Background: an optimization exercise with open tools, aiming at small area. Do not read the settings as production practice.
At most, simulation tests tie the RTL to the original design; equivalence was not proved.
No activity file was given, so power comes from the tool's default toggle rates.

Setup of job 101:
==> flow/design.v (excerpt) <==
module custom_alu_top(
    input             CLK,
    input      [31:0] RA,
    input      [31:0] RB,
    input      [4:0]  ALU_OP,
    output reg [31:0] Y,
    output reg        C
    );
reg [31:0] ra_q;
reg [31:0] rb_q;
reg [4:0]  op_q;
wire [31:0] y_d;
wire        c_d;
custom_alu CUSTOM_ALU(
.RA(ra_q),
.RB(rb_q),
.ALU_OP(op_q),
.Y(y_d),
.C(c_d)
);
always @(posedge CLK) begin
    ra_q <= RA;
    rb_q <= RB;
    op_q <= ALU_OP;
    Y    <= y_d;
    C    <= c_d;
end
endmodule
make LEC_CHECK=0 CAP_MARGIN=20 CORE_MARGIN=2 CORE_UTILIZATION=40 CTS_CLUSTER_DIAMETER=60 CTS_CLUSTER_SIZE=10 SLEW_MARGIN=20 SYNTH_HIERARCHICAL=1 finish   # period 75.0 ns
run.sh (not shown) runs the stock make flow with config.mk's settings and CLKGATE_MAP_FILE= SYNTH_SCRIPT=/design/flow/synth_recipe.tcl, a recipe that flattens the netlist after the stock synthesis.
Input changes introduced in job 102 (baseline for comparison: job 101):
diff --git a/flow/design.v b/flow/design.v
--- a/flow/design.v
+++ b/flow/design.v
@@ -47,15 +47,15 @@
 wire [31:0] oh = 32'd1 << RB[4:0];
 wire [31:0] bo = sh ? oh : RB;     
 wire [31:0] bhi;
 assign bhi[31] = 1'b0;
 genvar k;
 generate
     for (k = 30; k >= 0; k = k - 1) begin : g_bhi
-        assign bhi[k] = bhi[k+1] | bo[k+1];
+        assign bhi[k] = sh ? (RB[4:0] > k) : (|RB[31:k+1]);
     end
 endgenerate
 wire [31:0] yc  = m ? RA : ~bo;        
 wire [31:0] ycn = ~yc;                
 wire [31:0] ax  = {32{~m}} & RA;       
 wire [31:0] q;                         
 wire [0:0] x0, r0;
[summary]
- Between job 101 and job 102, total via count after detailed routing is lower for job 101, job 102 comes in above that.
- Any difference in fraction of area in multi-input gates between job 102 and job 101 is small enough to ignore.
- Job 102 vs. job 101: first-iteration DRC count went up; switching power of the nets did not really move.
- The setup slack of job 102 is larger than that of job 101.
- Job 101 vs job 102, first element of the critical path: rb_q[2] vs rb_q[12]
- Compared with job 101, job 102 shows largest net degree at the start of global routing that has gone up by more than half.
- Job 102 reports a lower critical path depth than job 101 does.
- Per the comparison of job 102 with job 101, amount of wire on met3 after detailed routing rose by about 2.6%, total die area rose by 0.86%, final standard cell area without fillers fell by about 1.4%.
- Looking at job 101 and job 102, the clock share of power is a wash.
Only the layout flow was run in job 102; the RTL was not checked for function there.

--- another note on this design; it stands on its own ---

Design custom_alu_top, start of the top module:
module custom_alu_top(
    input             CLK,
    input      [31:0] RA,
    input      [31:0] RB,
    input      [4:0]  ALU_OP,
    output reg [31:0] Y,
    output reg        C
    );
Size: about 3900 cells after synthesis, roughly 100 flip-flops, roughly 100 I/O pins, roughly 0.032 mm^2 of cells after synthesis.
clock: 75.0 ns
lec_check: 0
cap_margin: 20
core_margin: 2
core_utilization: 40
cts_cluster_diameter: 60
cts_cluster_size: 10
setup_slack_margin: -2
slew_margin: 20
synth_hierarchical: 1
run.sh (not shown) runs the stock make flow with config.mk's settings and CLKGATE_MAP_FILE= SYNTH_SCRIPT=/design/flow/synth_recipe.tcl, a recipe that flattens the netlist after the stock synthesis.
Then changed:
==> flow/flow/run.sh (new file) <==
#!/bin/bash
# Standard layout, except that the port buffers use the smallest buffer cell
# (sky130_fd_sc_hd__buf_1) instead of the one buffer_ports picks by default.
set -e
export BUFFER_PORTS_ARGS="-buffer_cell sky130_fd_sc_hd__buf_1"
bash standard.sh > standard_sh.log 2>&1
==> flow/standard.sh (new file) <==
#!/bin/bash
# synth_recipe.tcl (not shown) runs the flow's synth.tcl, then flattens the netlist and writes it again
# the make line also repeats each setting of config.mk as NAME=value (left out here)
make -C /OpenROAD-flow-scripts/flow DESIGN_CONFIG=/design/flow/config.mk WORK_HOME=/design/flow/orfs CLKGATE_MAP_FILE= SYNTH_SCRIPT=/design/flow/synth_recipe.tcl "${@:-finish}"
removed: flow/run.sh
Result: The changed run completed with no timing, DRC or antenna violations. Sequential power barely changes. Clock-buffer cell count is higher by 1. Synthesized cell count stays the same. Setup slack is worse by 190 ps. First-iteration DRC count is lower by 4.1%. Combinational power is lower by about 1%. Wire length hardly moves. Worst hold slack is worse by 30 ps. Non-clock buffer count is lower by 7. Global-route usage barely changes.

==> static timing again, ports no longer ideal <==
Ports are ideal in the flow. The routed layouts listed here were re-timed in OpenROAD. Step 1: set_driving_cell puts a clkbuf_16 on CLK and a buf_2 on each other input, an assumption about the parent block. Step 2 moves the port delays by t, midway between the first and last clock arrival at a register: inputs arrive t later, outputs are due t later. That takes back most of the time a late clock gives input paths. Three values: no drivers, after step 1, after step 2; two values: the first two.
run	t, ns	setup slack, ns	worst hold slack (ns)	worst setup path after step 2
job 101	0.418	2.445 / 2.445 / 2.445	0.899 / 0.899 / 0.899	register to register
job 102	0.420	2.623 / 2.623 / 2.623	0.771 / 0.771 / 0.771	register to register
the first run of note 2	0.455	3.287 / 3.287 / 3.287	0.869 / 0.869 / 0.869	register to register
the second run of note 2	0.458	3.096 / 3.096 / 3.096	0.839 / 0.839 / 0.839	register to register
After both steps every run listed still meets setup and hold.
